Source: an optimization exercise on an open RTL-to-GDS flow (aim: small area). Production flows keep margins and buffers that such runs may drop. Function was checked by simulation only, so behaviour that the tests miss may differ from the original. The clock port is modelled as an ideal driver, which makes a skipped or thinned clock tree look cheaper than it is; a real chip needs a root buffer or a tree. Power and IR drop assume default switching activity.

==> flow/design.v (excerpt) <==
module uart_vector_processor #(
    parameter int BIT_RATE = 115200,
    parameter int CLK_FREQ = 1_843_200,
    parameter int MAX_VECT_SIZE = 8,
    parameter int MAX_MAT_ROWS = 4,
    parameter int MAX_MAT_COLS = 4
)(
    input wire clk,
    input wire resetn,
    input wire uart_rx,
    output wire uart_tx,
    output wire led_busy,
    output wire led_rx_active,
    output wire led_tx_active,
    output wire led_error
);
Size: ~880 cells after synthesis, about 550 flip-flops, about 8 I/O pins, ~13000 µm² of cells after synthesis.
export LEC_CHECK = 0
export CAP_MARGIN = 20
export CORE_MARGIN = 2
export CORE_UTILIZATION = 70
export CTS_CLUSTER_DIAMETER = 100
export CTS_CLUSTER_SIZE = 35
export SLEW_MARGIN = 20
create_clock -name core_clock -period 100.0 [get_ports {clk}]
run.sh (not shown) runs the stock make flow with config.mk's settings and CLKGATE_MAP_FILE= SYNTH_SCRIPT=/design/flow/synth_recipe.tcl, a recipe that flattens the netlist after the stock synthesis.
Next try:
--- a/flow/config.mk
+++ b/flow/config.mk
@@ -9,5 +9,3 @@
 export CORE_MARGIN = 2
-export CORE_UTILIZATION = 70
-export CTS_CLUSTER_DIAMETER = 100
-export CTS_CLUSTER_SIZE = 35
+export CORE_UTILIZATION = 40
 export SLEW_MARGIN = 20
Routed wire length fell by 18%.
Cell area goes up by 10%.
Non-clock buffer count went up by 1.
Next try:
--- a/flow/config.mk
+++ b/flow/config.mk
@@ -10,2 +10,4 @@
 export CORE_UTILIZATION = 40
+export CTS_CLUSTER_DIAMETER = 100
+export CTS_CLUSTER_SIZE = 35
 export SLEW_MARGIN = 20
- synthesized cell count does not change
- design area came out lower by 7.3%
- global-route usage drops by 0.57 points
- total power decreases by 23%
- die area stays the same
- worst setup slack got worse by 0.011 ns
Next try:
--- a/flow/config.mk
+++ b/flow/config.mk
@@ -9,5 +9,5 @@
 export CORE_MARGIN = 2
-export CORE_UTILIZATION = 40
-export CTS_CLUSTER_DIAMETER = 100
-export CTS_CLUSTER_SIZE = 35
+export CORE_UTILIZATION = 70
+export CTS_BUF_LIST = sky130_fd_sc_hd__clkbuf_8
+export CTS_CLUSTER_SIZE = 30
 export SLEW_MARGIN = 20
- The changed run ran to the end with no violations
- via count rises by 13%
- global-route usage rises by 15 points
- die area falls by 42%
- sequential cell count stays the same
- wire length rises by 35%
- power rises by 25%
- critical path depth stays the same

========
Setup of try-cedar:
Another version of the RTL of uart_vector_processor (not shown whole).
Size in the first run: roughly 900 cells after synthesis, ~550 flip-flops.
export LEC_CHECK = 0
export CAP_MARGIN = 20
export CORE_MARGIN = 2
export CORE_UTILIZATION = 40
export CTS_CLUSTER_DIAMETER = 100
export CTS_CLUSTER_SIZE = 35
export SLEW_MARGIN = 20
create_clock -name core_clock -period 100.0 [get_ports {clk}]
standard.sh (not shown) runs the stock make flow with config.mk's settings and CLKGATE_MAP_FILE= SYNTH_SCRIPT=/design/flow/synth_recipe.tcl, a recipe that flattens the netlist after the stock synthesis.
==> flow/flow/run.sh <==
#!/bin/bash
# Own layout flow: the standard ORFS flow (standard.sh), with
#  - synthesis unchanged except that ABC maps the logic with an area-oriented
#    script (flow/abc_area.script: deepsyn AIG optimisation, then area
#    mapping) instead of ORFS's speed script; registers
#    are mapped before ABC runs, so they are the standard synthesis's;
#  - smaller port buffers, no CTS dummy loads, buf_12 clock buffers, and the
#    clock tree's intermediate level removed (root buffer drives the leaf
#    buffers directly).
# Each tool's output goes to a log file in the work folder (and ORFS's own
# logs under orfs/logs).
set -euo pipefail
W=$(pwd)

# ORFS scripts, with ABC's script replaced
rm -rf "$W/scripts_area"
cp -r "$FLOW_HOME/scripts" "$W/scripts_area"
cp "$W/flow/abc_area.script" "$W/scripts_area/abc_speed.script"

bash standard.sh SCRIPTS_DIR="$W/scripts_area" synth > "$W/synth.log" 2>&1

export BUFFER_PORTS_ARGS="-buffer_cell sky130_fd_sc_hd__buf_1"
export CTS_ARGS="-sink_clustering_enable -repair_clock_nets -sink_clustering_size 30 -sink_clustering_max_diameter 100 -dont_use_dummy_load -buf_list sky130_fd_sc_hd__buf_12"
bash standard.sh cts > "$W/place_cts.log" 2>&1

CTS_ODB=$(ls -d "$W"/orfs/results/*/uart_vector_processor/base)/4_cts.odb
CTS_ODB="$CTS_ODB" openroad -no_init -exit "$W/flow/flatten_ctree.tcl" > "$W/flatten_ctree.log" 2>&1

bash standard.sh > "$W/layout.log" 2>&1
==> flow/flow/abc_area.script <==
strash
&get -n
&deepsyn -I 2 -J 1000
&put
dch -f
map -a
topo
Other scripts of this flow, unchanged in this note and not shown: flow/flow/flatten_ctree.tcl
try-cedar reached the final stage; the timing, design-rule and antenna checks on its layout passed.
Modified inputs, try-tundra compared to try-cedar
--- a/flow/flow/run.sh
+++ b/flow/flow/run.sh
@@ -21,5 +21,5 @@
 
 export BUFFER_PORTS_ARGS="-buffer_cell sky130_fd_sc_hd__buf_1"
-export CTS_ARGS="-sink_clustering_enable -repair_clock_nets -sink_clustering_size 30 -sink_clustering_max_diameter 100 -dont_use_dummy_load -buf_list sky130_fd_sc_hd__buf_12"
+export CTS_ARGS="-sink_clustering_enable -repair_clock_nets -sink_clustering_size 34 -sink_clustering_max_diameter 100 -dont_use_dummy_load -buf_list sky130_fd_sc_hd__buf_12"
 bash standard.sh cts > "$W/place_cts.log" 2>&1
 
==> comparison <==
- From try-cedar to try-tundra the numbers moved as follows: met1 routing resource usage after global routing lost 0.25 points, combinational group share of total power has remained practically unchanged, number of buffers other than clock buffers in the final layout saw little to no change, hold slack -0.011 ns, maximum frequency was more or less identical.
- try-cedar → try-tundra: fraction of layout instances using a drive strength above 1 decreased 0.21 points, netlist area before placement held.
Changes in try-indigo relative to try-tundra:
--- a/flow/flow/run.sh
+++ b/flow/flow/run.sh
@@ -2,6 +2,5 @@
 # Own layout flow: the standard ORFS flow (standard.sh), with
 #  - synthesis unchanged except that ABC maps the logic with an area-oriented
-#    script (flow/abc_area.script: deepsyn AIG optimisation, then area
-#    mapping) instead of ORFS's speed script; registers
+#    script (flow/abc_area.script) instead of ORFS's speed script; registers
 #    are mapped before ABC runs, so they are the standard synthesis's;
 #  - smaller port buffers, no CTS dummy loads, buf_12 clock buffers, and the
@@ -21,5 +20,5 @@
 
 export BUFFER_PORTS_ARGS="-buffer_cell sky130_fd_sc_hd__buf_1"
-export CTS_ARGS="-sink_clustering_enable -repair_clock_nets -sink_clustering_size 34 -sink_clustering_max_diameter 100 -dont_use_dummy_load -buf_list sky130_fd_sc_hd__buf_12"
+export CTS_ARGS="-sink_clustering_enable -repair_clock_nets -sink_clustering_size 33 -sink_clustering_max_diameter 100 -dont_use_dummy_load -buf_list sky130_fd_sc_hd__buf_12"
 bash standard.sh cts > "$W/place_cts.log" 2>&1
 
==> flow/flow/abc_area.script <==
strash
ifraig
dc2
dch -f
map -a
topo
From try-tundra to try-indigo the numbers moved as follows: synthesis-to-finish area growth did not really move; mean cell area of the mapped netlist grew by 0.30%. Count of mapped cells out of synthesis: try-indigo vs try-tundra — no meaningful difference. Sort try-tundra and try-indigo by critical path depth asc -> top: try-tundra.
Inputs modified between try-indigo and try-lagoon:
--- a/flow/flow/run.sh
+++ b/flow/flow/run.sh
@@ -2,5 +2,6 @@
 # Own layout flow: the standard ORFS flow (standard.sh), with
 #  - synthesis unchanged except that ABC maps the logic with an area-oriented
-#    script (flow/abc_area.script) instead of ORFS's speed script; registers
+#    script (flow/abc_area.script: deepsyn AIG optimisation, then area
+#    mapping) instead of ORFS's speed script; registers
 #    are mapped before ABC runs, so they are the standard synthesis's;
 #  - smaller port buffers, no CTS dummy loads, buf_12 clock buffers, and the
@@ -20,5 +21,5 @@
 
 export BUFFER_PORTS_ARGS="-buffer_cell sky130_fd_sc_hd__buf_1"
-export CTS_ARGS="-sink_clustering_enable -repair_clock_nets -sink_clustering_size 33 -sink_clustering_max_diameter 100 -dont_use_dummy_load -buf_list sky130_fd_sc_hd__buf_12"
+export CTS_ARGS="-sink_clustering_enable -repair_clock_nets -sink_clustering_size 31 -sink_clustering_max_diameter 100 -dont_use_dummy_load -buf_list sky130_fd_sc_hd__buf_12"
 bash standard.sh cts > "$W/place_cts.log" 2>&1
 
==> flow/flow/abc_area.script <==
strash
&get -n
&deepsyn -I 2 -J 1000
&put
dch -f
map -a
topo
Results
- In the tables for try-lagoon and try-indigo, worst-case headroom to the max-slew limit reads higher with try-lagoon.
- For the routed length on met1, try-lagoon came in 680 microns higher than try-indigo did.
- Power density over cell area: try-indigo vs try-lagoon, no meaningful difference
- When try-lagoon is measured against try-indigo, its critical path depth turns out 3 lower.
- | cell area | try-indigo vs try-lagoon | ≈ equal |
- try-lagoon ended up with a lower mean instance size in the synthesized netlist than try-indigo did.
- try-indigo → try-lagoon: count of filler cells inserted in the layout rose 0.35%; combinational fraction of design power moved down; power consumption has increased; length of routed met3 wiring moved up.
- Against try-indigo, try-lagoon comes in 2.2% lower on area of the multi-input gates.

## afterwards: timing with drivers on the ports
The results above use ideal ports. As a check the final layouts listed here were re-extracted and re-timed, cells and wires unchanged. Step 1 (the two cells are an assumption about what drives the block):
set clk [get_ports {clk}]
set_driving_cell -lib_cell sky130_fd_sc_hd__clkbuf_16 $clk
set_driving_cell -lib_cell sky130_fd_sc_hd__buf_2 [delete_from_list [all_inputs] $clk]
Step 2 adds t to the input delays and takes it off the output delays; t is the mean of the earliest and latest rising clock arrival at the registers after step 1. Input paths then give back, and output paths get back, about the clock's delay inside the block. Slacks: ideal ports / drivers / drivers and shift; pairs: ideal ports / drivers.
run | shift t [ns] | slack for setup (ns) | slew at the worst register clock pin (ns)
the first run of note 1 | 0.570 | 77.689 / 77.641 / 77.329 | 0.12 / 0.12
the second run of note 1 | 0.581 | 77.742 / 77.695 / 77.344 | 0.06 / 0.06
the third run of note 1 | 0.581 | 77.731 / 77.680 / 77.322 | 0.12 / 0.12
the fourth run of note 1 | 0.633 | 77.670 / 77.628 / 77.317 | 0.08 / 0.08
try-cedar | 0.532 | 77.750 / 77.702 / 77.356 | 0.11 / 0.11
try-tundra | 0.514 | 77.791 / 77.739 / 77.387 | 0.12 / 0.12
try-indigo | 0.498 | 77.452 / 77.471 / 76.972 | 0.12 / 0.12
try-lagoon | 0.522 | 77.756 / 77.706 / 77.349 | 0.11 / 0.11
After both steps every run listed still meets setup and hold. For try-indigo, which loses most, drivers alone change the setup slack by +0.019 ns; drivers and shift together by -0.480 ns.
